What follows belongs to an exercise in optimizing a design on an open flow for small area, a short achievable clock period and few clock cycles; a production flow would make more cautious choices.
RTL that was checked went through simulation tests only; none was proved equivalent to the original.
For run 5, only the layout was checked, not whether the RTL still works.
In every run shown here, the design's own scripts or RTL, not TritonCTS, make the clock network.
The flow treats the clock pin as an ideal source. Dropping or thinning the clock tree relies on that and would not hold on a real chip.
Power figures rest on the tool's default switching activity, not on a simulated workload.

## flow/design.v

```verilog
module calc_crc (
    input [7:0] CRC_I,
    input [7:0] DATA_I,
    output [7:0] CRC_O
);
    assign CRC_O[0] = CRC_I[0] ^ CRC_I[6] ^ CRC_I[7] ^ DATA_I[0] ^ DATA_I[6] ^ DATA_I[7];
    assign CRC_O[1] = CRC_I[0] ^ CRC_I[1] ^ CRC_I[6] ^ DATA_I[0] ^ DATA_I[1] ^ DATA_I[6];
    assign CRC_O[2] = CRC_I[0] ^ CRC_I[1] ^ CRC_I[2] ^ CRC_I[6] ^ DATA_I[0] ^ DATA_I[1] ^ DATA_I[2] ^ DATA_I[6];
    assign CRC_O[3] = CRC_I[1] ^ CRC_I[2] ^ CRC_I[3] ^ CRC_I[7] ^ DATA_I[1] ^ DATA_I[2] ^ DATA_I[3] ^ DATA_I[7];
    assign CRC_O[4] = CRC_I[2] ^ CRC_I[3] ^ CRC_I[4] ^ DATA_I[2] ^ DATA_I[3] ^ DATA_I[4];
    assign CRC_O[5] = CRC_I[3] ^ CRC_I[4] ^ CRC_I[5] ^ DATA_I[3] ^ DATA_I[4] ^ DATA_I[5];
    assign CRC_O[6] = CRC_I[4] ^ CRC_I[5] ^ CRC_I[6] ^ DATA_I[4] ^ DATA_I[5] ^ DATA_I[6];
    assign CRC_O[7] = CRC_I[5] ^ CRC_I[6] ^ CRC_I[7] ^ DATA_I[5] ^ DATA_I[6] ^ DATA_I[7];
endmodule
module AxisCrcChecker(
  input        clock,
  input        reset,
  output       io_AxisSlv_ready,
  input        io_AxisSlv_valid,
  input        io_AxisSlv_bits_Tlast,
  input  [7:0] io_AxisSlv_bits_Tdata,
  input        io_AxisMst_ready,
  output       io_AxisMst_valid,
  output       io_AxisMst_bits_Tlast,
  output [7:0] io_AxisMst_bits_Tdata
);
  localparam N  = 1024;           
  localparam LW = 7;              
  localparam LR = 6;              
  localparam KW = N >> LW;        
  localparam KR = N >> LR;        
  localparam [LR-1:0] RC = {LR{1'b1}};  
  localparam QS = 8;              
  localparam QL = 3;
  reg        in_rdy;
  reg  [1:0] b_cnt;
  wire       rdy_i = ~b_cnt[1];
  wire       acc = io_AxisSlv_valid & rdy_i;
  reg [8:0] bh, bt;               
  wire      b_ne = (b_cnt != 2'd0);
  wire [7:0] w_d = bh[7:0];
  wire       w_l = bh[8];
  reg  [7:0] crc;
  wire [7:0] crc_n;
  calc_crc u_calc_crc (.CRC_I(crc), .DATA_I(w_d), .CRC_O(crc_n));
  wire       w_g = (crc_n == 8'h00);
  reg  [9:0]  wpm;
  reg  [9:0]  rp;
  reg         wfull;
  reg         r_al;               
  reg  [9:0]  pk_len;             
  reg         cur_v;              
  reg  [9:0]  rem;                
  reg         lastb;              
  reg [10:0]   qq [0:QS-1];
  reg [QL-1:0] q_wp, q_rp;
  reg [QL:0]   q_cnt;               
  reg [10:0]   q_head;
  reg          q_ne;
  wire         q_room = ~(q_ne & q_cnt[QL]);
  wire         qq_ne = (q_cnt != 0);
  wire eq     = (rp == wpm);
  wire full   = eq & wfull;
  wire w_al   = (wpm[LW-1:0] == {LW{1'b1}});
  wire wr     = b_ne & w_al & (~full | rd | skip) & (~w_l | q_room);
  wire empty  = eq & ~wfull;
  wire hold   = empty & w_al & ~wr;
  wire [9-LW:0] w_tap = wpm[9:LW];    
  reg        credit;              
  wire       head_good = q_ne & q_head[10];
  wire       h_one = (q_head[9:0] == 10'd0);
  wire       rd_c  = cur_v & r_al & credit;
  wire       rd_l  = ~cur_v & head_good & r_al & credit;
  wire       rd    = rd_c | rd_l;
  wire       next  = ~cur_v | (rd_c & lastb);
  wire       load  = q_ne & (~cur_v | (rd_c & lastb & q_head[10]));
  wire       q_push    = wr & w_l;
  wire       q_to_head = q_push & ~qq_ne & (~q_ne | load);
  wire       skip  = q_ne & ~cur_v & ~q_head[10];
  wire [9:0] rp_sk = rp - q_head[9:0];
  reg  [8*N-1:0] ring;
  wire [8*N-1:0] rot = {ring[8*N-9:0], ring[8*N-1:8*N-8]};
  integer k;
  always @(posedge clock) begin
    ring <= rot;
    for (k = 0; k < KW; k = k + 1)
      if (wr && w_tap == k) ring[8*(((k+1)<<LW) % N) +: 8] <= w_d;
  end
  wire [8*KR-1:0] taps;
  genvar g;
  generate
    for (g = 0; g < KR; g = g + 1) begin : g_tap
      assign taps[8*g +: 8] = ring[8*((g<<LR)+RC) +: 8];
    end
  endgenerate
  wire [7:0] x_d = taps[8*rp[9:LR] +: 8];
  wire       x_l = cur_v ? lastb : h_one;
  wire       x_v = rd;
  always @(posedge clock) begin
    if (b_cnt == 2'd0 || (b_cnt == 2'd1 && wr)) bh <= {io_AxisSlv_bits_Tlast, io_AxisSlv_bits_Tdata};
    else if (b_cnt[1] && wr) bh <= bt;
    if (b_cnt == 2'd1 && ~wr || b_cnt[1] && wr) bt <= {io_AxisSlv_bits_Tlast, io_AxisSlv_bits_Tdata};
  end
  wire [1:0] b_cnt_n = {~wr & (b_cnt[1] | (b_cnt[0] & acc)),
                        (b_cnt[1] & wr) | (b_cnt[0] & (acc ~^ wr)) | (~b_cnt[1] & ~b_cnt[0] & acc)};
  always @(posedge clock) begin
    if (q_push & ~q_to_head) qq[q_wp] <= {w_g, pk_len};
    if (q_to_head) q_head <= {w_g, pk_len};
    else if (load & qq_ne) q_head <= qq[q_rp];
  end
  reg rst_q;
  always @(posedge clock) begin
    rst_q <= reset;
    in_rdy <= reset | wr | ~(b_cnt[1] | (b_cnt[0] & io_AxisSlv_valid));
    if (reset) begin
      b_cnt <= 2'd0;
    end else begin
      b_cnt <= b_cnt_n;
    end
  end
  always @(posedge clock) begin
    if (rst_q) begin
      wpm <= 10'd1023;
      wfull <= 1'b0;
      rp <= 10'd1023;
      r_al <= 1'b1;
      pk_len <= 10'd0;
      cur_v <= 1'b0;
      rem <= 10'd0;
      lastb <= 1'b0;
      crc <= 8'hff;
      q_wp <= 0; q_rp <= 0; q_cnt <= 0; q_ne <= 1'b0;
    end else begin
      if (wr) crc <= w_l ? 8'hff : crc_n;
      if (wr) begin
        pk_len <= w_l ? 10'd0 : pk_len + 10'd1;
      end else if (~hold) wpm <= wpm + 10'd1;
      if (q_push & ~q_to_head) q_wp <= q_wp + 1'b1;
      if (load & qq_ne) q_rp <= q_rp + 1'b1;
      q_cnt <= q_cnt + (q_push & ~q_to_head) - (load & qq_ne);
      q_ne <= q_push | qq_ne | (q_ne & ~load);
      if (next) cur_v <= load & q_head[10] & ~(rd_l & h_one);
      if (load & rd_l) begin
        rem <= q_head[9:0] - 10'd1;
        lastb <= (q_head[9:0] == 10'd1);
      end else if (load) begin
        rem <= q_head[9:0];
        lastb <= h_one;
      end else if (rd) begin
        rem <= rem - 10'd1;
        lastb <= (rem == 10'd1);
      end
      if (wr) wfull <= 1'b1;
      else if (rd | skip) wfull <= 1'b0;
      if (skip) begin
        rp <= rp_sk;
        r_al <= (rp_sk[LR-1:0] == RC);
      end else if (~rd & ~hold) begin
        rp <= rp + 10'd1;
        r_al <= (rp[LR-1:0] == RC - 1'b1);
      end
    end
  end
  reg [8:0] oq0, oq1;
  reg       oq_wp, oq_rp;
  reg [1:0] oq_cnt;
  reg       o_v;
  reg [7:0] o_d;
  reg       o_l;
  wire       oq_ne  = (oq_cnt != 2'd0);
  wire [8:0] x_e    = {x_l, x_d};
  wire [8:0] e_rp   = oq_rp ? oq1 : oq0;
  wire [8:0] e_rp1  = oq_rp ? oq0 : oq1;
  wire [1:0] cnt_h  = oq_cnt + x_v;
  wire [8:0] nh_h   = oq_ne ? e_rp : x_e;
  wire [1:0] cnt_p  = oq_cnt + x_v - oq_ne;
  wire [8:0] nh_p   = oq_cnt[1] ? e_rp1 : x_e;
  always @(posedge clock) begin
    if (x_v & ~oq_wp) oq0 <= x_e;
    if (x_v &  oq_wp) oq1 <= x_e;
    {o_l, o_d} <= io_AxisMst_ready ? nh_p : nh_h;
    o_v <= ~reset & ~rst_q & (io_AxisMst_ready ? (cnt_p != 2'd0) : (cnt_h != 2'd0));
    if (rst_q) begin
      oq_wp <= 1'b0; oq_rp <= 1'b0; oq_cnt <= 2'd0;
      credit <= 1'b0;
    end else begin
      if (x_v) oq_wp <= ~oq_wp;
      if (io_AxisMst_ready & oq_ne) oq_rp <= ~oq_rp;
      oq_cnt <= io_AxisMst_ready ? cnt_p : cnt_h;
      credit <= io_AxisMst_ready ? ~cnt_p[1] : ~cnt_h[1];
    end
  end
  assign io_AxisSlv_ready      = in_rdy;
  assign io_AxisMst_valid      = o_v;
  assign io_AxisMst_bits_Tdata = o_d;
  assign io_AxisMst_bits_Tlast = o_l;
endmodule
```

## flow/flow/run.sh

```bash
#!/bin/bash
# Standard layout with these changes:
#  - the pins of each AXI4-Stream port are kept together (pins.tcl), and every
#    port gets a fast buffer (buf_4) instead of the default choice; timing
#    repair aims below the 15 ns constraint;
#  - during global placement, each flip-flop that drives an output port is
#    held next to its pin (placeio_early.tcl, unfix.tcl); after placement each
#    output port's buffer and its flip-flop are moved next to the pin
#    (placeio.tcl);
#  - after clock tree synthesis, the clock tree is rebuilt as a balanced tree
#    of four levels of inverters, the top level's four cells on the clock port
#    (ctree.tcl, ctree_build.tcl).
set -euo pipefail
export BUFFER_PORTS_ARGS="-buffer_cell sky130_fd_sc_hd__buf_4"
export SETUP_SLACK_MARGIN=11
export PRE_IO_PLACEMENT_TCL=$PWD/flow/pins.tcl
export PLACE_PINS_ARGS="-min_distance 8"
RES=orfs/results/$FLOW_PLATFORM/AxisCrcChecker/base
bash standard.sh $PWD/$RES/3_2_place_iop.odb > standard_iop.log 2>&1
openroad -no_init -exit flow/placeio_early.tcl > placeio_early.log 2>&1
bash standard.sh $PWD/$RES/3_3_place_gp.odb > standard_gp.log 2>&1
openroad -no_init -exit flow/unfix.tcl > unfix.log 2>&1
bash standard.sh place > standard_place.log 2>&1
openroad -no_init -exit flow/placeio.tcl > placeio.log 2>&1
bash standard.sh cts > standard_cts.log 2>&1
openroad -no_init -exit flow/ctree.tcl > ctree.log 2>&1
bash standard.sh > standard_finish.log 2>&1
```

## flow/flow/ctree.tcl

```tcl
# Replace the clock tree that clock tree synthesis built with a balanced tree
# of inverters (see ctree_build.tcl), then legalize the placement.
set res orfs/results/$::env(FLOW_PLATFORM)/AxisCrcChecker/base
read_db $res/4_cts.odb
source flow/ctree_build.tcl
detailed_placement
check_placement -verbose
write_db $res/4_cts.odb
```

## flow/flow/ctree_build.tcl

```tcl
# Replace the clock tree with a balanced tree of inverters built by recursive
# bisection of the clock sinks.  Levels (top to bottom): L1 (on the port, 4
# cells), L2, L3, L4 (leaves, at most F4 sinks each).  An even number of
# inverting levels keeps the clock's polarity.
proc env_or {name def} { if {[info exists ::env($name)]} { return $::env($name) } { return $def } }
set F4 [env_or CT_F4 30]
set F3 [env_or CT_F3 4]
set N2 [env_or CT_N2 6]
set M1 [env_or CT_M1 sky130_fd_sc_hd__inv_16]
set M2 [env_or CT_M2 sky130_fd_sc_hd__clkinv_16]
set M3 [env_or CT_M3 sky130_fd_sc_hd__inv_12]
set M4 [env_or CT_M4 sky130_fd_sc_hd__clkinv_8]
set H4 [expr {[env_or CT_H4 120] * [[ord::get_db_block] getDbUnitsPerMicron]}]

set block [ord::get_db_block]
set db [ord::get_db]
set port [$block findBTerm clock]
set pnet [$port getNet]

set sinks {}
set dead_insts {}
set dead_nets {}
proc walk {net} {
  global sinks dead_insts dead_nets
  foreach it [$net getITerms] {
    if {![$it isInputSignal]} { continue }
    set inst [$it getInst]
    set m [[$inst getMaster] getName]
    if {[string match "*__clkbuf_*" $m] || [string match "*__clkinv_*" $m] || [string match "*__buf_*" $m] || [string match "*__inv_*" $m]} {
      lappend dead_insts $inst
      foreach o [$inst getITerms] {
        if {[$o isOutputSignal]} { set on [$o getNet]; if {$on ne "NULL"} { lappend dead_nets $on; walk $on } }
      }
    } else {
      lappend sinks $it
    }
  }
}
walk $pnet
puts "ctree: [llength $sinks] sinks, removing [llength $dead_insts] buffers"
set pts {}
foreach it $sinks {
  set xy [$it getAvgXY]
  if {[lindex $xy 0] == 0} {
    set loc [[$it getInst] getLocation]
    set xy [list 1 [lindex $loc 0] [lindex $loc 1]]
  }
  lappend pts [list [lindex $xy 1] [lindex $xy 2] $it]
  $it disconnect
}
foreach inst $dead_insts {
  foreach it [$inst getITerms] { if {[$it getNet] ne "NULL"} { $it disconnect } }
  odb::dbInst_destroy $inst
}
foreach n $dead_nets { odb::dbNet_destroy $n }

proc split_pts {items m} {
  if {$m <= 1 || [llength $items] <= 1} { return [list $items] }
  set m1 [expr {$m / 2}]
  set m2 [expr {$m - $m1}]
  set xs {}; set ys {}
  foreach p $items { lappend xs [lindex $p 0]; lappend ys [lindex $p 1] }
  set xs [lsort -integer $xs]; set ys [lsort -integer $ys]
  set dx [expr {[lindex $xs end] - [lindex $xs 0]}]
  set dy [expr {[lindex $ys end] - [lindex $ys 0]}]
  set idx [expr {$dx >= $dy ? 0 : 1}]
  set s [lsort -integer -index $idx $items]
  set n [llength $s]
  set cut [expr {int(round(double($n) * $m1 / $m))}]
  if {$cut < 1} { set cut 1 }
  if {$cut > $n - 1} { set cut [expr {$n - 1}] }
  return [concat [split_pts [lrange $s 0 [expr {$cut - 1}]] $m1] [split_pts [lrange $s $cut end] $m2]]
}
proc hpwl {items} {
  set xs {}; set ys {}
  foreach p $items { lappend xs [lindex $p 0]; lappend ys [lindex $p 1] }
  set xs [lsort -integer $xs]; set ys [lsort -integer $ys]
  return [expr {[lindex $xs end] - [lindex $xs 0] + [lindex $ys end] - [lindex $ys 0]}]
}
# split a group of sinks into leaves of at most F4 sinks whose spread is at most H4
proc leaf_groups {items} {
  global F4 H4
  set nl [expr {int(ceil(double([llength $items]) / $F4))}]
  set out {}
  foreach g [split_pts $items $nl] {
    if {[llength $g] > 1 && [hpwl $g] > $H4} {
      set out [concat $out [split_pts $g 2]]
    } else {
      lappend out $g
    }
  }
  return $out
}
proc centroid {items} {
  set sx 0.0; set sy 0.0
  foreach p $items { set sx [expr {$sx + [lindex $p 0]}]; set sy [expr {$sy + [lindex $p 1]}] }
  set n [llength $items]
  return [list [expr {int($sx / $n)}] [expr {int($sy / $n)}]]
}
set cnt 0
# make an inverter of master m at (x, y) driving the given iterms; returns {x y inputITerm}
proc make_inv {mname lvl x y loads} {
  global block db cnt
  set master [$db findMaster $mname]
  incr cnt
  set inst [odb::dbInst_create $block $master "ctinv_${lvl}_$cnt"]
  set w [$master getWidth]; set h [$master getHeight]
  $inst setLocation [expr {$x - $w / 2}] [expr {$y - $h / 2}]
  $inst setPlacementStatus PLACED
  set net [odb::dbNet_create $block "ctnet_${lvl}_$cnt"]
  $net setSigType CLOCK
  [$inst findITerm Y] connect $net
  foreach it $loads { $it connect $net }
  return [list $x $y [$inst findITerm A]]
}
set l1items {}
foreach g1 [split_pts $pts 4] {
  set l2items {}
  foreach g2 [split_pts $g1 $N2] {
    set nleaf [expr {int(ceil(double([llength $g2]) / $F4))}]
    set n3 [expr {int(ceil(double($nleaf) / $F3))}]
    set l3items {}
    foreach g3 [split_pts $g2 $n3] {
      set l4items {}
      foreach g4 [leaf_groups $g3] {
        set c [centroid $g4]
        set loads {}
        foreach p $g4 { lappend loads [lindex $p 2] }
        lappend l4items [make_inv $M4 4 [lindex $c 0] [lindex $c 1] $loads]
      }
      set c [centroid $l4items]
      set loads {}
      foreach p $l4items { lappend loads [lindex $p 2] }
      lappend l3items [make_inv $M3 3 [lindex $c 0] [lindex $c 1] $loads]
    }
    set c [centroid $l3items]
    set loads {}
    foreach p $l3items { lappend loads [lindex $p 2] }
    lappend l2items [make_inv $M2 2 [lindex $c 0] [lindex $c 1] $loads]
  }
  set c [centroid $l2items]
  set loads {}
  foreach p $l2items { lappend loads [lindex $p 2] }
  set r [make_inv $M1 1 [lindex $c 0] [lindex $c 1] $loads]
  [lindex $r 2] connect $pnet
}
puts "ctree: built $cnt inverters"
```

## flow/flow/pins.tcl

```tcl
# Keep each AXI4-Stream port's pins together, in order, so that the logic on
# either side of the design sits next to one group of pins.
set_io_pin_constraint -group -order -pin_names {io_AxisMst_ready io_AxisMst_valid io_AxisMst_bits_Tlast io_AxisMst_bits_Tdata[0] io_AxisMst_bits_Tdata[1] io_AxisMst_bits_Tdata[2] io_AxisMst_bits_Tdata[3] io_AxisMst_bits_Tdata[4] io_AxisMst_bits_Tdata[5] io_AxisMst_bits_Tdata[6] io_AxisMst_bits_Tdata[7]}
set_io_pin_constraint -group -order -pin_names {reset io_AxisSlv_ready io_AxisSlv_valid io_AxisSlv_bits_Tlast io_AxisSlv_bits_Tdata[0] io_AxisSlv_bits_Tdata[1] io_AxisSlv_bits_Tdata[2] io_AxisSlv_bits_Tdata[3] io_AxisSlv_bits_Tdata[4] io_AxisSlv_bits_Tdata[5] io_AxisSlv_bits_Tdata[6] io_AxisSlv_bits_Tdata[7]}
```

## flow/flow/placeio.tcl

```tcl
# Move each output port's buffer next to its pin, and the flip-flop that
# feeds only that buffer next to the buffer; then legalize the placement.
set res orfs/results/$::env(FLOW_PLATFORM)/AxisCrcChecker/base
read_db $res/3_place.odb
set block [ord::get_db_block]
set core [$block getCoreArea]
set cx0 [$core xMin]; set cy0 [$core yMin]; set cx1 [$core xMax]; set cy1 [$core yMax]
proc driver_of {net} {
  foreach it [$net getITerms] { if {[$it isOutputSignal]} { return $it } }
  return ""
}
proc clamp {v lo hi} { return [expr {$v < $lo ? $lo : ($v > $hi ? $hi : $v)}] }
set moved 0
foreach bt [$block getBTerms] {
  if {[$bt getIoType] ne "OUTPUT"} { continue }
  set net [$bt getNet]
  set bit [driver_of $net]
  if {$bit eq ""} { continue }
  set buf [$bit getInst]
  # pin centre, pulled inside the core
  set bb [[lindex [$bt getBPins] 0] getBBox]
  set px [expr {([$bb xMin] + [$bb xMax]) / 2}]
  set py [expr {([$bb yMin] + [$bb yMax]) / 2}]
  set w [[$buf getMaster] getWidth]
  set h [[$buf getMaster] getHeight]
  set bx [clamp [expr {$px - $w / 2}] $cx0 [expr {$cx1 - $w}]]
  set by [clamp [expr {$py - $h / 2}] $cy0 [expr {$cy1 - $h}]]
  $buf setLocation $bx $by
  $buf setPlacementStatus PLACED
  incr moved
  set inet ""
  foreach it [$buf getITerms] { if {[$it isInputSignal]} { set inet [$it getNet] } }
  if {$inet eq ""} { continue }
  set fit [driver_of $inet]
  if {$fit eq ""} { continue }
  set ff [$fit getInst]
  set m [[$ff getMaster] getName]
  if {![string match "*__df*" $m] && ![string match "*__edf*" $m]} { continue }
  if {[llength [$inet getITerms]] != 2} { continue }
  $ff setLocation $bx $by
  $ff setPlacementStatus PLACED
  puts "moved [$buf getName] and [$ff getName] ($m) to the pin of [$bt getName]"
  incr moved
}
puts "moved $moved cells"
detailed_placement
check_placement -verbose
write_db $res/3_place.odb
```

## flow/flow/placeio_early.tcl

```tcl
# Before global placement: fix each flip-flop that drives an output port (and
# nothing else) at a legal site next to that port's pin, so that placement
# builds the logic that feeds it around it.
if {![info exists res]} { set res orfs/results/$::env(FLOW_PLATFORM)/AxisCrcChecker/base }
read_db $res/3_2_place_iop.odb
set block [ord::get_db_block]
set rows [$block getRows]
set site [[lindex $rows 0] getSite]
set sw [$site getWidth]
set rh [$site getHeight]
# row origins
set rys {}
foreach r $rows { lappend rys [list [lindex [$r getOrigin] 1] $r] }
set rys [lsort -integer -index 0 $rys]
proc nearest_row {y} {
  global rys
  set best ""; set bd 1e18
  foreach ry $rys { set d [expr {abs([lindex $ry 0] - $y)}]; if {$d < $bd} { set bd $d; set best [lindex $ry 1] } }
  return $best
}
# occupied x ranges per row (for the cells placed here)
array set used {}
set fixed 0
foreach bt [$block getBTerms] {
  if {[$bt getIoType] ne "OUTPUT"} { continue }
  set net [$bt getNet]
  if {[llength [$net getITerms]] != 1} { continue }
  set it [lindex [$net getITerms] 0]
  if {![$it isOutputSignal]} { continue }
  set ff [$it getInst]
  set m [$ff getMaster]
  if {![string match "*__df*" [$m getName]]} { continue }
  set bb [[lindex [$bt getBPins] 0] getBBox]
  set px [expr {([$bb xMin] + [$bb xMax]) / 2}]
  set py [expr {([$bb yMin] + [$bb yMax]) / 2}]
  set row [nearest_row $py]
  set rb [$row getBBox]
  set ry [lindex [$row getOrigin] 1]
  set w [$m getWidth]
  # x: as close to the pin as the row allows, on the site grid, clear of cells placed here
  set x [expr {$px - $w / 2}]
  if {$x < [$rb xMin] + 4 * $sw} { set x [expr {[$rb xMin] + 4 * $sw}] }
  if {$x > [$rb xMax] - $w - 4 * $sw} { set x [expr {[$rb xMax] - $w - 4 * $sw}] }
  set x0 [lindex [$row getOrigin] 0]
  set x [expr {$x0 + (($x - $x0) / $sw) * $sw}]
  set key $ry
  if {![info exists used($key)]} { set used($key) {} }
  # step away from the pin until the span is free
  set ok 0
  for {set k 0} {$k < 200 && !$ok} {incr k} {
    foreach dir {1 -1} {
      set xx [expr {$x + $dir * $k * $sw}]
      set clash 0
      foreach u $used($key) { if {$xx < [lindex $u 1] && $xx + $w > [lindex $u 0]} { set clash 1; break } }
      if {!$clash && $xx >= [$rb xMin] && $xx + $w <= [$rb xMax]} { set x $xx; set ok 1; break }
    }
  }
  lappend used($key) [list $x [expr {$x + $w}]]
  $ff setLocation $x $ry
  $ff setOrient [$row getOrient]
  $ff setPlacementStatus FIRM
  puts "fixed [$ff getName] ([$m getName]) at [expr {$x / 1000.0}] [expr {$ry / 1000.0}] for [$bt getName]"
  incr fixed
}
puts "fixed $fixed flip-flops"
write_db $res/3_2_place_iop.odb
```

## flow/flow/unfix.tcl

```tcl
# After global placement, release the flip-flops fixed by placeio_early.tcl so
# that detailed placement can legalize them.
set res orfs/results/$::env(FLOW_PLATFORM)/AxisCrcChecker/base
read_db $res/3_3_place_gp.odb
foreach inst [[ord::get_db_block] getInsts] {
  if {[$inst getPlacementStatus] eq "FIRM" && [string match "*__df*" [[$inst getMaster] getName]]} {
    $inst setPlacementStatus PLACED
    puts "released [$inst getName]"
  }
}
write_db $res/3_3_place_gp.odb
```

## flow/standard.sh

```bash
#!/bin/bash
# synth_recipe.tcl (not shown) runs the flow's synth.tcl, then flattens the netlist and writes it again
# the make line also repeats each setting of config.mk as NAME=value (left out here)
make -C /OpenROAD-flow-scripts/flow DESIGN_CONFIG=/design/flow/config.mk WORK_HOME=/design/flow/orfs CLKGATE_MAP_FILE= SYNTH_SCRIPT=/design/flow/synth_recipe.tcl "${@:-finish}"
```

## flow/config.mk

```make
export PLATFORM = sky130hd
export DESIGN_NAME = AxisCrcChecker
export DESIGN_NICKNAME = AxisCrcChecker
export VERILOG_FILES = /design/flow/design.v
export SDC_FILE = /design/flow/constraint.sdc
export NUM_CORES = 8
export LEC_CHECK = 0
export CAP_MARGIN = 40
export CORE_MARGIN = 2
export CORE_UTILIZATION = 60
export CTS_BUF_LIST = sky130_fd_sc_hd__clkbuf_16
export CTS_CLUSTER_DIAMETER = 100
export CTS_CLUSTER_SIZE = 30
export PLACE_DENSITY = 0.7
export SLEW_MARGIN = 40
export SYNTH_MEMORY_MAX_BITS = 16384
```

## flow/constraint.sdc

```tcl
create_clock -name core_clock -period 15.0 [get_ports {clock}]
set_input_delay 3.0000 -clock core_clock [delete_from_list [all_inputs] [get_ports {clock}]]
set_output_delay 3.0000 -clock core_clock [all_outputs]
set_load 0.01 [all_outputs]
```

==> flow_metrics.env, run 1 <==
export IMPL_port_buffers=23
export IMPL_critPathBufInv=1
export IMPL_r2r_cells=12
export IMPL_yosys_area_share_simple_pct=0.894
export IMPL_synth_top_family_by_area="multiplexers"
export IMPL_max_slew_margin_pct=45.4
export IMPL_critPathLaunchType="flop"
export IMPL_tightest_slew_ns=0.820
export IMPL_rsz0062_at_grt="no"
export IMPL_synth_mux_area_share_pct=1.46
export IMPL_total_power_mw=32.3
export IMPL_vias=57300
export IMPL_synth_compound_area_share_pct=0.470
export IMPL_wl_per_cell_um=15.0
export IMPL_clk_pin_slew_ns=0.10
export IMPL_reg2reg_slack_ns=11.50
export IMPL_postRouteAntennaNets=0
export IMPL_grt_overflow=0
export IMPL_synth_xor_area_share_pct=0.361
export IMPL_ir_drop_v=0.000158
export IMPL_pre_cts_slack_ns=10.88
export IMPL_syn_inst=9178
export IMPL_synth_distinct_cells=84
export IMPL_yosys_area_share_adder_pct=0.207
export IMPL_antenna_found_initial=21
export IMPL_outcome="timing/DRC/antenna clean"
export IMPL_synth_area_leaders="dfxtp_1, edfxtp_1, mux4_2"
export IMPL_crit_fanout=1
export IMPL_die_width_um=546
export IMPL_ys_warn_count=1
export IMPL_yosysSeqAreaShare_pct=96.4
export IMPL_p_per_area_nw_per_um2=172
export IMPL_post_cts_buffers=0
export IMPL_grt_pass1_wl_mm=313
export IMPL_cp_top_family="flip-flops"
export IMPL_synth_ff_type="dfxtp_1"
export IMPL_synth_area_leader_cell="dfxtp_1"
export IMPL_num_rows=198
export IMPL_syn_area_per_cell_um2=19.2
export IMPL_io_pins=24
export IMPL_setup_ws_ns=11.17
export IMPL_ys_ff_latch=8412
export IMPL_cts_sinks=8412
export IMPL_fp_dieH_um=546
export IMPL_netlist_area_leader_share_pct=94.1
export IMPL_place_hpwl_mm=115
export IMPL_period_share_pct=25.5
export IMPL_worst_ep_arrival_time_ns=0.83
export IMPL_min_delay_path_depth=0
export IMPL_hp_start="ring[7619]$_DFF_P_"
export IMPL_cap_violations=0
export IMPL_rr_startpoint="rp[6]$_SDFFE_PP1P_"
export IMPL_start_util_pct=60.4
export IMPL_slowest_delay_ns=0.35
export IMPL_cp_required_ns=12.00
export IMPL_die_area_um2=298000
export IMPL_synth_area_um2=176000
export IMPL_clock_latency_ns=0.42
export IMPL_layout_common_cells="dfxtp_1, clkinv_8, edfxtp_1, nor2_1, inv_12"
export IMPL_finalSetupViolations=0
export IMPL_first_pass_iters=5
export IMPL_path_class="reg -> out"
export IMPL_hp_class="reg -> reg"
export IMPL_num_nets_final=9591
export IMPL_fin_worst_skew_ns=0.0558
export IMPL_final_min_clock_period_ns=3.83
export IMPL_setup_tns_ns=0
export IMPL_final_cells=13500
export IMPL_drive_gt1_share_pct=6.25
export IMPL_critPathSlowestCell="dfxtp_1"
export IMPL_timing_rr_end="q_cnt[2]$_SDFF_PP0_"
export IMPL_synth_edff_count=135
export IMPL_crit_chain="buf_6"
export IMPL_p_leak_nw=73.3
export IMPL_dpl_cell_count=13100
export IMPL_mostFrequentLayoutCell="dfxtp_1"
export IMPL_avgViaCountPerCell=4.25
export IMPL_end_kind="primary output"
export IMPL_core_area_um2=292000
export IMPL_syn_num_nets=9219
export IMPL_grt_pass1_vias=56800
export IMPL_area_growth_pct=6.70
export IMPL_async_flop_share_pct=0
export IMPL_drv_slew=0
export IMPL_whs_endpoint="ring[7627]$_DFF_P_"
export IMPL_hold_viol=0
export IMPL_grt_max_degree=50
export IMPL_gr_usage_all_layers_pct=13.3
export IMPL_max_freq_mhz=261
export IMPL_gp_congestion=0.796
export IMPL_drt_iter0_markers=2964
export IMPL_drt_total_wl_mm=202
export IMPL_drt_drc_violations_left=0
-- metal layers --
metal	wire (um)	global-route usage [%]
met4	5600	4.31
met5	0	0
met1	112000	21.5
met3	7330	2.13
met2	77700	18.3
-- cells by family after synthesis --
| logic type | count (synthesis) |
|---|---|
| simple gates | 291 |
| flops | 8412 |
| fa+ha+maj | 28 |
| buf+inv | 90 |
| mux | 161 |
| compound gates | 125 |
| xor+xnor | 71 |
-- report_power, final --
| group | total, mW | internal (mW) | switching [mW] |
|---|---|---|---|
| combinational | 0.858 | 0.365 | 0.493 |
| clock | 8.51 | 1.23 | 7.28 |
| sequential | 22.9 | 22.7 | 0.230 |
| total | 32.3 | 24.3 | 8.00 |
-- synth_stat cells (all sizes together), types with 31 or more instances --
cell type	count
mux4	62
a21oi	32
xnor2	37
nand2	57
nor3	37
nor2	80
xor2	33
dfxtp	8277
mux2	74
inv	32
buf	31
edfxtp	135
-- how the worst max path moves through the flow --
stage / from / end / cells after the start
floorplan: io_AxisMst_ready / o_d[7]$_DFF_P_ / 5
global placement: rp[9]$_SDFFE_PP1P_ / qq[2][5]$_DFFE_PP_ / 6
detailed placement: io_AxisMst_ready / o_d[0]$_DFF_P_ / 4
CTS: in_rdy$_DFF_P_ / io_AxisSlv_ready / 1
global route: o_d[1]$_DFF_P_ / io_AxisMst_bits_Tdata[1] / 1
finish: o_d[2]$_DFF_P_ / io_AxisMst_bits_Tdata[2] / 1
-- repair_timing --
item                       CTS  global route
setup endpoints to repair   11             0
hold buffers                 0             0
resized for setup           14             0
-- state kept, by name, summed over array words and instances (netlist names), 4 cells and up, named ones only --
register,cells
pk_len,10
o_d,8
q_cnt,4
q_head,11
rem,10
bh,9
rp,10
oq0,9
ring,8192
qq,88
bt,9
oq1,9
wpm,10
crc,8
-- area by class of cell --
type                       instances  area, um^2
sequential                      8412      170000
clock inverter                     3        40.0
fill                           19400      104000
inverter                         424        6830
tap                             3900        4880
multi-input combinational        676        6060
timing repair buffer              36         312
antenna                           20        50.0
-- per-stage QoR --
stage	area [um^2]	utilization, %	hold WS, ns
after global placement	181000	62.1	0.309
after global routing	188000	64.4	0.308
after floorplan	176000	-	0.310
after detailed placement	181000	62.1	0.312
final	188000	64.5	0.302
after CTS	190000	65.2	0.309
Testbench counts, summed over its fixed seeds: cycles 46,406.
==> run 2, diff against run 1 <==
--- a/flow/design.v
+++ b/flow/design.v
@@ -59,13 +59,6 @@
   reg          q_ne;
   wire         q_room = ~(q_ne & q_cnt[QL]);
   wire         qq_ne = (q_cnt != 0);
-  wire eq     = (rp == wpm);
-  wire full   = eq & wfull;
-  wire w_al   = (wpm[LW-1:0] == {LW{1'b1}});
-  wire wr     = b_ne & w_al & (~full | rd | skip) & (~w_l | q_room);
-  wire empty  = eq & ~wfull;
-  wire hold   = empty & w_al & ~wr;
-  wire [9-LW:0] w_tap = wpm[9:LW];    
   reg        credit;              
   wire       head_good = q_ne & q_head[10];
   wire       h_one = (q_head[9:0] == 10'd0);
@@ -74,10 +67,17 @@
   wire       rd    = rd_c | rd_l;
   wire       next  = ~cur_v | (rd_c & lastb);
   wire       load  = q_ne & (~cur_v | (rd_c & lastb & q_head[10]));
+  wire       skip  = q_ne & ~cur_v & ~q_head[10];
+  wire [9:0] rp_sk = rp - q_head[9:0];
+  wire eq     = (rp == wpm);
+  wire full   = eq & wfull;
+  wire w_al   = (wpm[LW-1:0] == {LW{1'b1}});
+  wire wr     = b_ne & w_al & (~full | rd | skip) & (~w_l | q_room);
+  wire empty  = eq & ~wfull;
+  wire hold   = empty & w_al & ~wr;
+  wire [9-LW:0] w_tap = wpm[9:LW];    
   wire       q_push    = wr & w_l;
   wire       q_to_head = q_push & ~qq_ne & (~q_ne | load);
-  wire       skip  = q_ne & ~cur_v & ~q_head[10];
-  wire [9:0] rp_sk = rp - q_head[9:0];
   reg  [8*N-1:0] ring;
   wire [8*N-1:0] rot = {ring[8*N-9:0], ring[8*N-1:8*N-8]};
   integer k;
==> flow_metrics.env, run 2 <==
export IMPL_final_cells=13500
export IMPL_place_hpwl_mm=115
export IMPL_gp_congestion=0.796
export IMPL_grt_pass1_wl_mm=313
export IMPL_hp_class="reg -> reg"
export IMPL_cp_required_ns=12.00
export IMPL_drt_iter0_markers=2964
export IMPL_port_buffers=23
export IMPL_synth_ff_type="dfxtp_1"
export IMPL_syn_num_nets=9219
export IMPL_synth_distinct_cells=84
export IMPL_multi_input_area_um2=6060
export IMPL_num_nets_final=9591
export IMPL_seqCellArea_um2=170000
export IMPL_grt_max_degree=50
export IMPL_postLayoutCellArea_um2=188000
export IMPL_synth_area_um2=176000
export IMPL_io_pins=24
export IMPL_syn_inst=9178
export IMPL_fp_dieH_um=546
export IMPL_synth_area_leaders="dfxtp_1, edfxtp_1, mux4_2"
export IMPL_total_power_mw=32.3
export IMPL_drt_total_wl_mm=202
export IMPL_reg2reg_slack_ns=11.50
export IMPL_grt_pass1_vias=56800
export IMPL_cp_top_family="flip-flops"
export IMPL_yosys_top_cells_count="dfxtp_1, edfxtp_1, nor2_1, mux4_2, nand2_1"
export IMPL_final_min_clock_period_ns=3.83
export IMPL_syn_area_per_cell_um2=19.2
export IMPL_synth_edff_count=135
export IMPL_grt_overflow=0
export IMPL_rsz0062_at_grt="no"
export IMPL_num_rows=198
export IMPL_fin_util_pct=64.5
export IMPL_netlist_area_leader_share_pct=94.1
export IMPL_yosysSeqAreaShare_pct=96.4
export IMPL_drive_gt1_share_pct=6.25
export IMPL_start_util_pct=60.4
export IMPL_critPathBufInv=1
export IMPL_fill_cells=19400
export IMPL_post_cts_buffers=0
export IMPL_critPathSlowestCell="dfxtp_1"
export IMPL_finalSetupViolations=0
export IMPL_first_pass_iters=5
export IMPL_hold_viol=0
export IMPL_max_freq_mhz=261
export IMPL_gr_usage_all_layers_pct=13.3
export IMPL_slowest_delay_ns=0.35
export IMPL_wl_per_cell_um=15.0
export IMPL_largestRegisters="ring: 8192 flops, qq: 88 flops, q_head: 11 flops"
export IMPL_fin_worst_skew_ns=0.0558
export IMPL_holdBufCountCts=0
export IMPL_die_area_um2=298000
export IMPL_drt_drc_violations_left=0
export IMPL_tightest_slew_ns=0.820
export IMPL_ys_ff_latch=8412
export IMPL_p_leak_nw=73.3
export IMPL_yosysMostFrequentCell="dfxtp_1"
export IMPL_crit_fanout=1
export IMPL_p_per_area_nw_per_um2=172
export IMPL_synth_area_leader_cell="dfxtp_1"
export IMPL_critPathLaunchType="flop"
export IMPL_end_kind="primary output"
export IMPL_postRouteAntennaNets=0
export IMPL_top_register="ring"
export IMPL_ys_warn_count=1
export IMPL_cts_sinks=8412
export IMPL_outcome="timing/DRC/antenna clean"
export IMPL_drv_slew=0
export IMPL_max_slew_margin_pct=45.4
export IMPL_async_flop_share_pct=0
export IMPL_vias=57300
export IMPL_cap_violations=0
export IMPL_place_area_um2=181000
export IMPL_worst_ep_arrival_time_ns=0.83
export IMPL_ir_drop_v=0.000158
export IMPL_core_area_um2=292000
export IMPL_setup_tns_ns=0
export IMPL_largest_reg_flops=8192
export IMPL_antenna_found_initial=21
export IMPL_path_class="reg -> out"
export IMPL_crit_chain="buf_6"
export IMPL_area_growth_pct=6.70
export IMPL_period_share_pct=25.5
export IMPL_mostFrequentLayoutCell="dfxtp_1"
export IMPL_clock_latency_ns=0.42
export IMPL_layout_common_cells="dfxtp_1, clkinv_8, edfxtp_1, nor2_1, inv_12"
export IMPL_avgViaCountPerCell=4.25
export IMPL_clk_pin_slew_ns=0.10
export IMPL_dpl_cell_count=13100
export IMPL_die_width_um=546
run 2: logic make-up after synthesis:
logic type	synth area share, %
and+or+nand+nor	0.894
AOI/OAI and AO/OA	0.470
adders and majority gates	0.207
muxes	1.46
DFF	96.4
buffers and inverters	0.225
xor gates and xnor gates	0.361
run 2: metal layers:
metal	share of wire, %	track usage, %	routed length [um]
met5	0	0	0
met4	2.8	4.31	5600
met3	3.6	2.13	7330
met2	38	18.3	77700
met1	55	21.5	112000
run 2: report_power, final:
group | internal [mW] | total, mW | leakage (nW) | switching (mW)
Combinational | 0.365 | 0.858 | 2.48 | 0.493
Sequential | 22.7 | 22.9 | 67.9 | 0.230
Clock | 1.23 | 8.51 | 2.86 | 7.28
Total | 24.3 | 32.3 | 73.3 | 8.00
run 2: area by class of cell:
type                    count  area share [%]
multi-input cells         676            3.22
repair buffers             36           0.166
clock inverters             3          0.0213
inverters                 424            3.63
diodes                     20          0.0266
well taps                3900            2.60
flip-flops and latches   8412            90.3
run 2: worst paths after layout:
| path | startpoint | to | depth (start not counted) |
|---|---|---|---|
| worst max register to register | rp[6]$_SDFFE_PP1P_ | q_cnt[2]$_SDFF_PP0_ | 12 |
| worst min-delay path | ring[7619]$_DFF_P_ | ring[7627]$_DFF_P_ | 0 |
| worst max-delay path | o_d[2]$_DFF_P_ | io_AxisMst_bits_Tdata[2] | 1 |
| worst min register to register | ring[7619]$_DFF_P_ | ring[7627]$_DFF_P_ | 0 |
run 2: metrics by stage:
| stage | setup WS [ns] | hold WS [ns] |
|---|---|---|
| finish | 11.17 | 0.302 |
| global route | 11.11 | 0.308 |
| CTS | 10.54 | 0.309 |
| detailed placement | 10.88 | 0.312 |
| global placement | 10.81 | 0.309 |
| floorplan | 11.07 | 0.310 |
run 2: timing repair:
action | in CTS | in global routing
setup endpoints to repair | 11 | 0
gates resized for setup | 14 | 0
endpoints found under the hold margin | 0 | 0
Testbench counts of run 2, summed over its fixed seeds: cycles 46,406.
==> run 3, diff against run 2 <==
--- a/flow/config.mk
+++ b/flow/config.mk
@@ -7,10 +7,10 @@
 export LEC_CHECK = 0
 export CAP_MARGIN = 40
 export CORE_MARGIN = 2
-export CORE_UTILIZATION = 60
+export CORE_UTILIZATION = 65
 export CTS_BUF_LIST = sky130_fd_sc_hd__clkbuf_16
 export CTS_CLUSTER_DIAMETER = 100
 export CTS_CLUSTER_SIZE = 30
-export PLACE_DENSITY = 0.7
+export PLACE_DENSITY = 0.75
 export SLEW_MARGIN = 40
 export SYNTH_MEMORY_MAX_BITS = 16384
==> flow_metrics.env, run 3 <==
export IMPL_outcome="timing/DRC/antenna clean"
export IMPL_clk_pin_slew_ns=0.10
export IMPL_critPathLaunchType="flop"
export IMPL_largest_reg_flops=8192
export IMPL_clkPwrFrac_pct=26.5
export IMPL_die_width_um=525
export IMPL_synth_area_um2=176000
export IMPL_largestRegisters="ring: 8192 flops, qq: 88 flops, q_head: 11 flops"
export IMPL_p_per_area_nw_per_um2=173
export IMPL_io_pins=24
export IMPL_ir_drop_v=0.000168
export IMPL_core_area_um2=270000
export IMPL_num_rows=191
export IMPL_syn_area_per_cell_um2=19.2
export IMPL_hp_class="reg -> reg"
export IMPL_crit_fanout=1
export IMPL_drt_total_wl_mm=235
export IMPL_slowest_delay_ns=0.34
export IMPL_crit_chain="buf_6"
export IMPL_ys_warn_count=1
export IMPL_synth_area_leader_cell="dfxtp_1"
export IMPL_top_register="ring"
export IMPL_max_slew_margin_pct=39.9
export IMPL_antenna_found_initial=22
export IMPL_grt_pass1_vias=60700
export IMPL_synth_area_leaders="dfxtp_1, edfxtp_1, mux4_2"
export IMPL_p_leak_nw=73.2
export IMPL_fill_cells=15700
export IMPL_tightest_slew_ns=0.901
export IMPL_cap_violations=0
export IMPL_layout_common_cells="dfxtp_1, clkinv_8, edfxtp_1, nor2_1, inv_12"
export IMPL_syn_num_nets=9219
export IMPL_cts_sinks=8412
export IMPL_drv_slew=0
export IMPL_die_area_um2=275000
export IMPL_postCtsResizedCells=12
export IMPL_grt_max_degree=50
export IMPL_fin_worst_skew_ns=0.0450
export IMPL_netlist_area_leader_share_pct=94.1
export IMPL_yosys_area_share_adder_pct=0.207
export IMPL_hold_viol=0
export IMPL_internal_power_mw=24.3
export IMPL_min_delay_path_depth=0
export IMPL_place_hpwl_mm=118
export IMPL_avgViaCountPerCell=4.42
export IMPL_postLayoutCellArea_um2=187000
export IMPL_synth_mux_area_share_pct=1.46
export IMPL_cp_top_family="flip-flops"
export IMPL_synth_edff_count=135
export IMPL_postRouteAntennaNets=0
export IMPL_dpl_cell_count=12700
export IMPL_synth_distinct_cells=84
export IMPL_period_share_pct=25.5
export IMPL_synth_compound_area_share_pct=0.470
export IMPL_holdBufCountCts=0
export IMPL_yosysMostFrequentCell="dfxtp_1"
export IMPL_timing_rr_end="q_cnt[2]$_SDFF_PP0_"
export IMPL_rr_startpoint="rp[6]$_SDFFE_PP1P_"
export IMPL_yosys_top_cells_count="dfxtp_1, edfxtp_1, nor2_1, mux4_2, nand2_1"
export IMPL_gp_congestion=0.789
export IMPL_clock_latency_ns=0.42
export IMPL_yosys_area_share_simple_pct=0.894
export IMPL_path_class="reg -> out"
export IMPL_reg2reg_slack_ns=11.58
export IMPL_timing_hold_ws_ns=0.300
export IMPL_p_seq_share_pct=70.7
export IMPL_vias=58000
export IMPL_worst_ep_arrival_time_ns=0.83
export IMPL_port_buffers=23
export IMPL_syn_inst=9178
export IMPL_swShare_pct=25.0
export IMPL_start_util_pct=65.2
export IMPL_async_flop_share_pct=0
export IMPL_synth_xor_area_share_pct=0.361
export IMPL_yosysSeqAreaShare_pct=96.4
export IMPL_grt_overflow=0
export IMPL_critPathBufInv=1
export IMPL_final_cells=13100
export IMPL_first_pass_iters=5
export IMPL_post_cts_buffers=0
export IMPL_max_freq_mhz=261
export IMPL_end_kind="primary output"
export IMPL_synth_ff_type="dfxtp_1"
export IMPL_mostFrequentLayoutCell="dfxtp_1"
export IMPL_synth_top_family_by_area="multiplexers"
export IMPL_drt_drc_violations_left=0
export IMPL_whs_endpoint="ring[4450]$_DFF_P_"
export IMPL_grt_pass1_wl_mm=357
export IMPL_place_area_um2=181000
export IMPL_critPathSlowestCell="dfxtp_2"
export IMPL_r2r_cells=12
export IMPL_rsz0062_at_grt="no"
export IMPL_finalSetupViolations=0
export IMPL_wl_per_cell_um=17.9
export IMPL_pwr_share_comb_pct=2.8
export IMPL_p_sw_mw=8.10
export IMPL_area_growth_pct=6.45
export IMPL_fp_dieH_um=525
export IMPL_setup_tns_ns=0
export IMPL_hp_start="ring[4442]$_DFF_P_"
export IMPL_final_min_clock_period_ns=3.83
export IMPL_ys_ff_latch=8412
export IMPL_drt_iter0_markers=3135
export IMPL_drive_gt1_share_pct=6.22
export IMPL_gr_usage_all_layers_pct=16.9
export IMPL_num_nets_final=9588
export IMPL_cp_required_ns=12.00
[run 3: cell types whose count changed in the layout (fill, tap and decap cells not counted), sizes merged]
cell | previous run | this run
clkinv | 316 | 313
clkinvlp | 2 | 1
diode | 20 | 15
inv | 108 | 109
buf | 36 | 35
[run 3: area by class of cell]
cell class	instances	area, um^2	area share (%)
antenna	15	37.5	0.0200
clock inverter	2	37.5	0.0200
inverter	422	6800	3.62
multi-input combinational	676	6080	3.24
sequential	8412	170000	90.5
tap	3570	4470	2.38
timing repair buffer	35	309	0.165
[run 3: cells by family (layout without fill, tap and decap cells)]
| group | Yosys count | in the layout |
|---|---|---|
| and+or+nand+nor | 291 | 291 |
| other | 0 | 15 |
| xor gates and xnor gates | 71 | 71 |
| DFF | 8412 | 8412 |
| adders and majority gates | 28 | 28 |
| AOI/OAI and AO/OA | 125 | 125 |
| muxes | 161 | 161 |
| buffers and inverters | 90 | 459 |
[run 3: worst max path at each step]
stage / slack [ns] / to / cells past startpoint / startpoint
2_1_floorplan: 11.07 / o_d[7]$_DFF_P_ / 5 / io_AxisMst_ready
3_3_place_gp: 10.84 / o_d[7]$_DFF_P_ / 4 / io_AxisMst_ready
3_5_place_dp: 10.85 / o_d[6]$_DFF_P_ / 4 / io_AxisMst_ready
4_1_cts: 10.54 / io_AxisSlv_ready / 1 / in_rdy$_DFF_P_
5_1_grt: 11.12 / io_AxisMst_bits_Tdata[1] / 1 / o_d[1]$_DFF_P_
6_report: 11.17 / io_AxisSlv_ready / 1 / in_rdy$_DFF_P_
[run 3: per-layer routing]
layer	wire, um	up-vias	global-route usage (%)	part of all wire (%)
met5	27	-	0	0.011
met4	5220	4	4.17	2.2
met3	9320	397	2.86	4.0
met2	105000	814	26.5	45
met1	116000	27500	24.9	49
li1	-	29300	-	-
[run 3: power by group through the flow]
stage	registers (mW)	logic [mW]	clock network [mW]
5_1_grt	23.0	0.990	9.49
3_5_place_dp	23.4	0.884	0
3_3_place_gp	23.4	0.849	0
4_1_cts	22.9	0.898	10.5
2_1_floorplan	23.3	0.706	0
6_report	22.9	0.900	8.59
[run 3: stage by stage]
step                utilization [%]  setup WS (ns)  power (mW)
finish                         69.4          11.17        32.4
detailed placement             66.9          10.85        24.3
global placement               66.9          10.84        24.3
CTS                            70.2          10.54        34.3
floorplan                         -          11.07        24.0
global route                   69.4          11.12        33.5
==> run 4, diff against run 3 <==
--- a/flow/config.mk
+++ b/flow/config.mk
@@ -7,10 +7,10 @@
 export LEC_CHECK = 0
 export CAP_MARGIN = 40
 export CORE_MARGIN = 2
-export CORE_UTILIZATION = 65
+export CORE_UTILIZATION = 70
 export CTS_BUF_LIST = sky130_fd_sc_hd__clkbuf_16
 export CTS_CLUSTER_DIAMETER = 100
 export CTS_CLUSTER_SIZE = 30
-export PLACE_DENSITY = 0.75
+export PLACE_DENSITY = 0.8
 export SLEW_MARGIN = 40
 export SYNTH_MEMORY_MAX_BITS = 16384
==> flow_metrics.env, run 4 <==
export IMPL_async_flop_share_pct=0
export IMPL_routed_wl_met3_mm=9.95
export IMPL_critPathLaunchType="input pin"
export IMPL_syn_inst=9178
export IMPL_largest_reg_flops=8192
export IMPL_syn_area_per_cell_um2=19.2
export IMPL_antenna_found_initial=39
export IMPL_drive_gt1_share_pct=6.35
export IMPL_worst_ep_arrival_time_ns=4.23
export IMPL_timing_hold_ws_ns=0.287
export IMPL_outcome="timing/DRC/antenna clean"
export IMPL_area_growth_pct=6.32
export IMPL_ys_warn_count=1
export IMPL_grt_pass1_wl_mm=456
export IMPL_synth_area_leaders="dfxtp_1, edfxtp_1, mux4_2"
export IMPL_grt_overflow=0
export IMPL_num_rows=184
export IMPL_vias=60500
export IMPL_yosysSeqAreaShare_pct=96.4
export IMPL_first_pass_iters=5
export IMPL_yosys_area_share_simple_pct=0.894
export IMPL_synth_top_family_by_area="multiplexers"
export IMPL_avgViaCountPerCell=4.69
export IMPL_fin_worst_skew_ns=0.0613
export IMPL_start_util_pct=70.2
export IMPL_synth_xor_area_share_pct=0.361
export IMPL_postRouteAntennaNets=0
export IMPL_gp_congestion=0.798
export IMPL_netlist_area_leader_share_pct=94.1
export IMPL_period_share_pct=26.5
export IMPL_fill_cells=12400
export IMPL_yosys_top_cells_count="dfxtp_1, edfxtp_1, nor2_1, mux4_2, nand2_1"
export IMPL_top_register="ring"
export IMPL_yosys_area_share_adder_pct=0.207
export IMPL_crit_fanout=9
export IMPL_routed_wl_met2_mm=170
export IMPL_end_kind="flop"
export IMPL_post_cts_buffers=0
export IMPL_synth_area_um2=176000
export IMPL_drv_slew=0
export IMPL_final_min_clock_period_ns=3.97
export IMPL_synth_edff_count=135
export IMPL_port_buffers=23
export IMPL_setup_ws_ns=11.03
export IMPL_max_slew_margin_pct=39.7
export IMPL_grt_pass1_vias=66300
export IMPL_cap_violations=0
export IMPL_finalSetupViolations=0
export IMPL_die_width_um=506
export IMPL_synth_area_leader_cell="dfxtp_1"
export IMPL_drt_drc_violations_left=0
export IMPL_postLayoutCellArea_um2=187000
export IMPL_place_hpwl_mm=159
export IMPL_synth_mux_area_share_pct=1.46
export IMPL_core_area_um2=251000
export IMPL_cts_sinks=8412
export IMPL_pre_cts_slack_ns=10.68
export IMPL_max_freq_mhz=252
export IMPL_p_leak_nw=73.3
export IMPL_tightest_slew_ns=0.905
export IMPL_synth_distinct_cells=84
export IMPL_ir_drop_v=0.000155
export IMPL_fp_dieH_um=506
export IMPL_setup_tns_ns=0
export IMPL_met1_length_mm=129
export IMPL_num_nets_final=9599
export IMPL_hp_class="reg -> reg"
export IMPL_wl_per_cell_um=24.7
export IMPL_mostFrequentLayoutCell="dfxtp_1"
export IMPL_synth_ff_type="dfxtp_1"
export IMPL_die_area_um2=256000
export IMPL_gr_usage_all_layers_pct=24.9
export IMPL_path_class="in -> reg"
export IMPL_rsz0062_at_grt="no"
export IMPL_routed_top_layer="met5"
export IMPL_synth_compound_area_share_pct=0.470
export IMPL_clk_pin_slew_ns=0.10
export IMPL_ys_ff_latch=8412
export IMPL_grt_max_degree=46
export IMPL_place_area_um2=180000
export IMPL_cp_required_ns=15.26
export IMPL_clock_latency_ns=0.43
export IMPL_syn_num_nets=9219
export IMPL_drt_total_wl_mm=318
export IMPL_p_per_area_nw_per_um2=174
export IMPL_yosysMostFrequentCell="dfxtp_1"
export IMPL_drt_iter0_markers=3836
export IMPL_layout_common_cells="dfxtp_1, clkinv_8, edfxtp_1, nor2_1, inv_12"
export IMPL_largestRegisters="ring: 8192 flops, qq: 88 flops, q_head: 11 flops"
export IMPL_hold_viol=0
export IMPL_io_pins=24
==> run 4: worst max-delay path: stages <==
cell and delay [ns]:
buf_4 0.15, xor2_4 0.49, mux2i_1 0.45, o21ai_0 0.14
==> run 4: metrics by stage <==
step                      std cells  power, mW  utilization [%]
final                         12900       32.6             74.7
after global placement        12500       24.3             71.9
after CTS                     12900       34.6             75.5
after floorplan                9178       24.0                -
after global routing          12900       33.6             74.7
after detailed placement      12500       24.3             72.0
==> run 4: report_power, final <==
part / total [mW] / switching (mW) / internal (mW)
Sequential: 22.9 / 0.236 / 22.7
Combinational: 0.964 / 0.583 / 0.381
Clock: 8.72 / 7.51 / 1.21
Total: 32.6 / 8.33 / 24.3
==> run 4: area by class of cell <==
class                   count  area (um^2)  share of cell area, %
well taps                3348         4190                   2.24
inverters                 423         6810                   3.64
diodes                      6         15.0                0.00802
flip-flops and latches   8412       170000                   90.7
repair buffers             45          413                  0.220
multi-input cells         676         6050                   3.23
==> run 4: worst paths after layout <==
kind                                     startpoint                  to  slack [ns]  cells after the start
worst max-delay path               io_AxisMst_ready      o_d[2]$_DFF_P_       11.03                      4
worst min-delay path             ring[6419]$_DFF_P_  ring[6427]$_DFF_P_        0.29                      0
worst max register to register  wpm[0]$_SDFFE_PP1P_  ring[2053]$_DFF_P_       11.77                      7
worst min register to register   ring[6419]$_DFF_P_  ring[6427]$_DFF_P_        0.29                      0
==> run 4: layer usage <==
| metal | GRT usage [%] | up-vias |
|---|---|---|
| li1 | - | 29300 |
| met1 | 30.5 | 29700 |
| met2 | 45.9 | 1049 |
| met3 | 3.35 | 492 |
| met4 | 7.16 | 8 |
| met5 | 0 | - |
==> run 4: what timing repair did <==
action | in CTS | in global routing
hold buffers | 0 | 0
resized for setup | 21 | 0
setup endpoints to repair | 11 | 0
==> run 4: cell families after synthesis <==
group,Yosys count
compound gates,125
xor+xnor,71
fa+ha+maj,28
buf+inv,90
flops,8412
mux,161
simple gates,291
==> run 5, diff against run 4 <==
--- a/flow/design.v
+++ b/flow/design.v
@@ -30,8 +30,8 @@
   localparam KW = N >> LW;        
   localparam KR = N >> LR;        
   localparam [LR-1:0] RC = {LR{1'b1}};  
-  localparam QS = 8;              
-  localparam QL = 3;
+  localparam QS = 9;              
+  localparam QL = 4;
   reg        in_rdy;
   reg  [1:0] b_cnt;
   wire       rdy_i = ~b_cnt[1];
@@ -57,8 +57,15 @@
   reg [QL:0]   q_cnt;               
   reg [10:0]   q_head;
   reg          q_ne;
-  wire         q_room = ~(q_ne & q_cnt[QL]);
+  wire         q_room = ~(q_ne & (q_cnt == QS));
   wire         qq_ne = (q_cnt != 0);
+  wire eq     = (rp == wpm);
+  wire full   = eq & wfull;
+  wire w_al   = (wpm[LW-1:0] == {LW{1'b1}});
+  wire wr     = b_ne & w_al & (~full | rd | skip) & (~w_l | q_room);
+  wire empty  = eq & ~wfull;
+  wire hold   = empty & w_al & ~wr;
+  wire [9-LW:0] w_tap = wpm[9:LW];    
   reg        credit;              
   wire       head_good = q_ne & q_head[10];
   wire       h_one = (q_head[9:0] == 10'd0);
@@ -67,17 +74,10 @@
   wire       rd    = rd_c | rd_l;
   wire       next  = ~cur_v | (rd_c & lastb);
   wire       load  = q_ne & (~cur_v | (rd_c & lastb & q_head[10]));
+  wire       q_push    = wr & w_l;
+  wire       q_to_head = q_push & ~qq_ne & (~q_ne | load);
   wire       skip  = q_ne & ~cur_v & ~q_head[10];
   wire [9:0] rp_sk = rp - q_head[9:0];
-  wire eq     = (rp == wpm);
-  wire full   = eq & wfull;
-  wire w_al   = (wpm[LW-1:0] == {LW{1'b1}});
-  wire wr     = b_ne & w_al & (~full | rd | skip) & (~w_l | q_room);
-  wire empty  = eq & ~wfull;
-  wire hold   = empty & w_al & ~wr;
-  wire [9-LW:0] w_tap = wpm[9:LW];    
-  wire       q_push    = wr & w_l;
-  wire       q_to_head = q_push & ~qq_ne & (~q_ne | load);
   reg  [8*N-1:0] ring;
   wire [8*N-1:0] rot = {ring[8*N-9:0], ring[8*N-1:8*N-8]};
   integer k;
@@ -135,8 +135,8 @@
       if (wr) begin
         pk_len <= w_l ? 10'd0 : pk_len + 10'd1;
       end else if (~hold) wpm <= wpm + 10'd1;
-      if (q_push & ~q_to_head) q_wp <= q_wp + 1'b1;
-      if (load & qq_ne) q_rp <= q_rp + 1'b1;
+      if (q_push & ~q_to_head) q_wp <= (q_wp == QS - 1) ? 0 : q_wp + 1'b1;
+      if (load & qq_ne) q_rp <= (q_rp == QS - 1) ? 0 : q_rp + 1'b1;
       q_cnt <= q_cnt + (q_push & ~q_to_head) - (load & qq_ne);
       q_ne <= q_push | qq_ne | (q_ne & ~load);
       if (next) cur_v <= load & q_head[10] & ~(rd_l & h_one);
--- a/flow/flow/ctree_build.tcl
+++ b/flow/flow/ctree_build.tcl
@@ -5,12 +5,12 @@
 proc env_or {name def} { if {[info exists ::env($name)]} { return $::env($name) } { return $def } }
 set F4 [env_or CT_F4 30]
 set F3 [env_or CT_F3 4]
-set N2 [env_or CT_N2 6]
+set N2 [env_or CT_N2 4]
 set M1 [env_or CT_M1 sky130_fd_sc_hd__inv_16]
 set M2 [env_or CT_M2 sky130_fd_sc_hd__clkinv_16]
 set M3 [env_or CT_M3 sky130_fd_sc_hd__inv_12]
 set M4 [env_or CT_M4 sky130_fd_sc_hd__clkinv_8]
-set H4 [expr {[env_or CT_H4 120] * [[ord::get_db_block] getDbUnitsPerMicron]}]
+set H4 [expr {[env_or CT_H4 1e9] * [[ord::get_db_block] getDbUnitsPerMicron]}]
 
 set block [ord::get_db_block]
 set db [ord::get_db]
--- a/flow/config.mk
+++ b/flow/config.mk
@@ -7,10 +7,10 @@
 export LEC_CHECK = 0
 export CAP_MARGIN = 40
 export CORE_MARGIN = 2
-export CORE_UTILIZATION = 70
+export CORE_UTILIZATION = 60
 export CTS_BUF_LIST = sky130_fd_sc_hd__clkbuf_16
 export CTS_CLUSTER_DIAMETER = 100
 export CTS_CLUSTER_SIZE = 30
-export PLACE_DENSITY = 0.8
+export PLACE_DENSITY = 0.7
 export SLEW_MARGIN = 40
 export SYNTH_MEMORY_MAX_BITS = 16384
==> flow_metrics.env, run 5 <==
export IMPL_yosys_top_cells_count="dfxtp_1, edfxtp_1, nor2_1, nand2_1, mux2_2"
export IMPL_period_share_pct=25.6
export IMPL_reg2reg_slack_ns=11.25
export IMPL_crit_chain="buf_6"
export IMPL_synth_distinct_cells=73
export IMPL_yosysMostFrequentCell="dfxtp_1"
export IMPL_clock_latency_ns=0.44
export IMPL_hp_class="reg -> reg"
export IMPL_p_per_area_nw_per_um2=173
export IMPL_synth_ff_type="dfxtp_1"
export IMPL_gp_congestion=0.782
export IMPL_cp_depth=1
export IMPL_cp_required_ns=12.00
export IMPL_setup_tns_ns=0
export IMPL_top_register="ring"
export IMPL_clk_pin_slew_ns=0.12
export IMPL_antenna_found_initial=27
export IMPL_final_min_clock_period_ns=3.83
export IMPL_start_util_pct=60.2
export IMPL_largest_reg_flops=8192
export IMPL_crit_fanout=1
export IMPL_critPathSlowestCell="dfxtp_1"
export IMPL_final_cells=13600
export IMPL_worst_ep_arrival_time_ns=0.83
export IMPL_port_buffers=23
export IMPL_timing_rr_end="q_cnt[4]$_SDFF_PP0_"
export IMPL_grt_overflow=0
export IMPL_setup_ws_ns=11.17
export IMPL_avgViaCountPerCell=4.28
export IMPL_syn_num_nets=9282
export IMPL_first_pass_iters=5
export IMPL_postRouteAntennaNets=0
export IMPL_critPathLaunchType="flop"
export IMPL_ys_ff_latch=8427
export IMPL_p_leak_nw=73.6
export IMPL_grt_pass1_wl_mm=330
export IMPL_ir_drop_v=0.000146
export IMPL_slowest_delay_ns=0.34
export IMPL_r2r_cells=14
export IMPL_vias=58000
export IMPL_holdBufCountCts=0
export IMPL_cap_violations=0
export IMPL_cts_sinks=8427
export IMPL_synth_edff_count=146
export IMPL_layout_common_cells="dfxtp_1, clkinv_8, edfxtp_1, inv_12, nand2_1"
export IMPL_grt_pass1_vias=58300
export IMPL_drv_slew=0
export IMPL_core_area_um2=293000
export IMPL_timing_hold_ws_ns=0.286
export IMPL_drt_iter0_markers=3111
export IMPL_yosysSeqAreaShare_pct=96.3
export IMPL_finalSetupViolations=0
export IMPL_synth_area_leaders="dfxtp_1, edfxtp_1, mux4_2"
export IMPL_rsz0062_at_grt="no"
export IMPL_syn_area_per_cell_um2=19.1
export IMPL_async_flop_share_pct=0
export IMPL_die_width_um=547
export IMPL_rr_startpoint="wpm[0]$_SDFFE_PP1P_"
export IMPL_multi_input_area_um2=6160
export IMPL_seqCellArea_um2=170000
export IMPL_fin_util_pct=64.4
export IMPL_total_power_mw=32.7
export IMPL_area_growth_pct=6.94
export IMPL_hold_viol=0
export IMPL_path_class="reg -> out"
export IMPL_mostFrequentLayoutCell="dfxtp_1"
export IMPL_drt_total_wl_mm=216
export IMPL_num_nets_final=9685
export IMPL_fp_dieH_um=547
export IMPL_crit_end="io_AxisMst_bits_Tdata[0]"
export IMPL_tightest_slew_ns=0.814
export IMPL_pre_cts_slack_ns=10.75
export IMPL_crit_start="o_d[0]$_DFF_P_"
export IMPL_place_hpwl_mm=125
export IMPL_drt_drc_violations_left=0
export IMPL_max_slew_margin_pct=45.7
export IMPL_wl_per_cell_um=15.9
export IMPL_fill_cells=19500
export IMPL_postLayoutCellArea_um2=189000
export IMPL_max_freq_mhz=261
export IMPL_hp_start="ring[1716]$_DFF_P_"
export IMPL_ys_warn_count=1
export IMPL_place_area_um2=182000
export IMPL_grt_max_degree=38
export IMPL_die_area_um2=299000
export IMPL_end_kind="primary output"
export IMPL_cp_top_family="flip-flops"
export IMPL_io_pins=24
export IMPL_syn_inst=9235
export IMPL_synth_area_leader_cell="dfxtp_1"
export IMPL_min_delay_path_depth=0
export IMPL_critPathBufInv=1
export IMPL_largestRegisters="ring: 8192 flops, qq: 99 flops, q_head: 11 flops"
export IMPL_gr_usage_all_layers_pct=14.3
export IMPL_dpl_cell_count=13100
export IMPL_synth_area_um2=177000
export IMPL_num_rows=199
export IMPL_fin_worst_skew_ns=0.0581
export IMPL_outcome="timing/DRC/antenna clean"
export IMPL_drive_gt1_share_pct=6.81
export IMPL_netlist_area_leader_share_pct=93.9
[run 5: cell types whose count changed in the layout (fill, tap and decap cells not counted), sizes merged, moves of 7 or more]
cell | previous run | this run
a21oi | 32 | 40
and3 | 2 | 10
clkinv | 315 | 337
edfxtp | 135 | 146
inv | 108 | 120
mux2 | 74 | 84
nand2 | 57 | 77
nor4 | 22 | 13
o21ai | 24 | 44
o31ai | 10 | 3
[run 5: layout make-up]
cell class / count / area share, %
diodes: 12 / 0.0159
clock inverters: 2 / 0.0318
inverters: 457 / 3.81
multi-input cells: 712 / 3.26
flip-flops and latches: 8427 / 90.1
well taps: 3919 / 2.60
repair buffers: 40 / 0.183
[run 5: worst min path at each step]
stage / to / slack [ns]
floorplan: ring[1000]$_DFF_P_ / 0.31
global placement: ring[632]$_DFF_P_ / 0.31
detailed placement: ring[1943]$_DFF_P_ / 0.31
CTS: ring[1772]$_DFF_P_ / 0.28
global route: ring[1724]$_DFF_P_ / 0.28
finish: ring[1724]$_DFF_P_ / 0.29
[run 5: what timing repair did]
| action | 4_1_cts | 5_1_grt |
|---|---|---|
| pin swaps | 0 | 1 |
| buffers inserted | 0 | 1 |
| hold endpoints to repair | 0 | 0 |
| cloned | 0 | 0 |
| endpoints found under the setup margin | 12 | 1 |
| resized for setup | 19 | 2 |
[run 5: logic make-up (layout without fill, tap and decap cells)]
group           count (synthesis)  count (layout)  synth area share (%)
compound gates                143             143                 0.506
xor+xnor                       71              71                 0.361
fa+ha+maj                      34              34                 0.249
buf+inv                        96             499                 0.226
flops                        8427            8427                  96.3
mux                           171             171                  1.48
other cells                     0              12                     0
simple gates                  293             293                 0.836
[run 5: power breakdown]
part           total, mW  internal [mW]  switching, mW
Sequential          23.0           22.8          0.252
Combinational      0.992          0.411          0.580
Clock               8.73           1.30           7.42
[run 5: per-layer routing]
layer | GRT usage (%) | wire length [um] | vias up
met5 | 0 | 8 | -
met4 | 4.13 | 5920 | 2
met3 | 2.82 | 9900 | 404
met2 | 20.2 | 85000 | 801
met1 | 22.5 | 115000 | 27300
li1 | - | - | 29600

[static timing again, ports no longer ideal]
The flow's constraints put no driver on any port. The routed layouts listed below were extracted and timed again, unchanged, in two steps. Step 1 sets driving cells, clkbuf_16 on the clock port and buf_2 on the other inputs (assumed; they add their load-dependent delay and slew). Step 2 also shifts input and output timing later by t, the mid clock arrival at the registers, as if the neighbouring blocks saw the same clock. a / b / c = no drivers / after step 1 / after step 2; a / b = the first two.
run | t, ns | setup WS [ns] | latest minus earliest clock arrival (ns)
run 1 | 0.691 | 11.169 / 10.875 / 10.881 | 0.059 / 0.060
run 2 | 0.691 | 11.169 / 10.875 / 10.881 | 0.059 / 0.060
run 3 | 0.694 | 11.169 / 10.867 / 10.844 | 0.053 / 0.053
run 4 | 0.703 | 11.032 / 10.805 / 10.589 | 0.064 / 0.068
run 5 | 0.697 | 11.165 / 10.871 / 10.767 | 0.070 / 0.071
After both steps setup and hold are still met in every run listed. For run 4, which loses most, drivers alone change the setup slack by -0.227 ns; drivers and shift together by -0.443 ns.
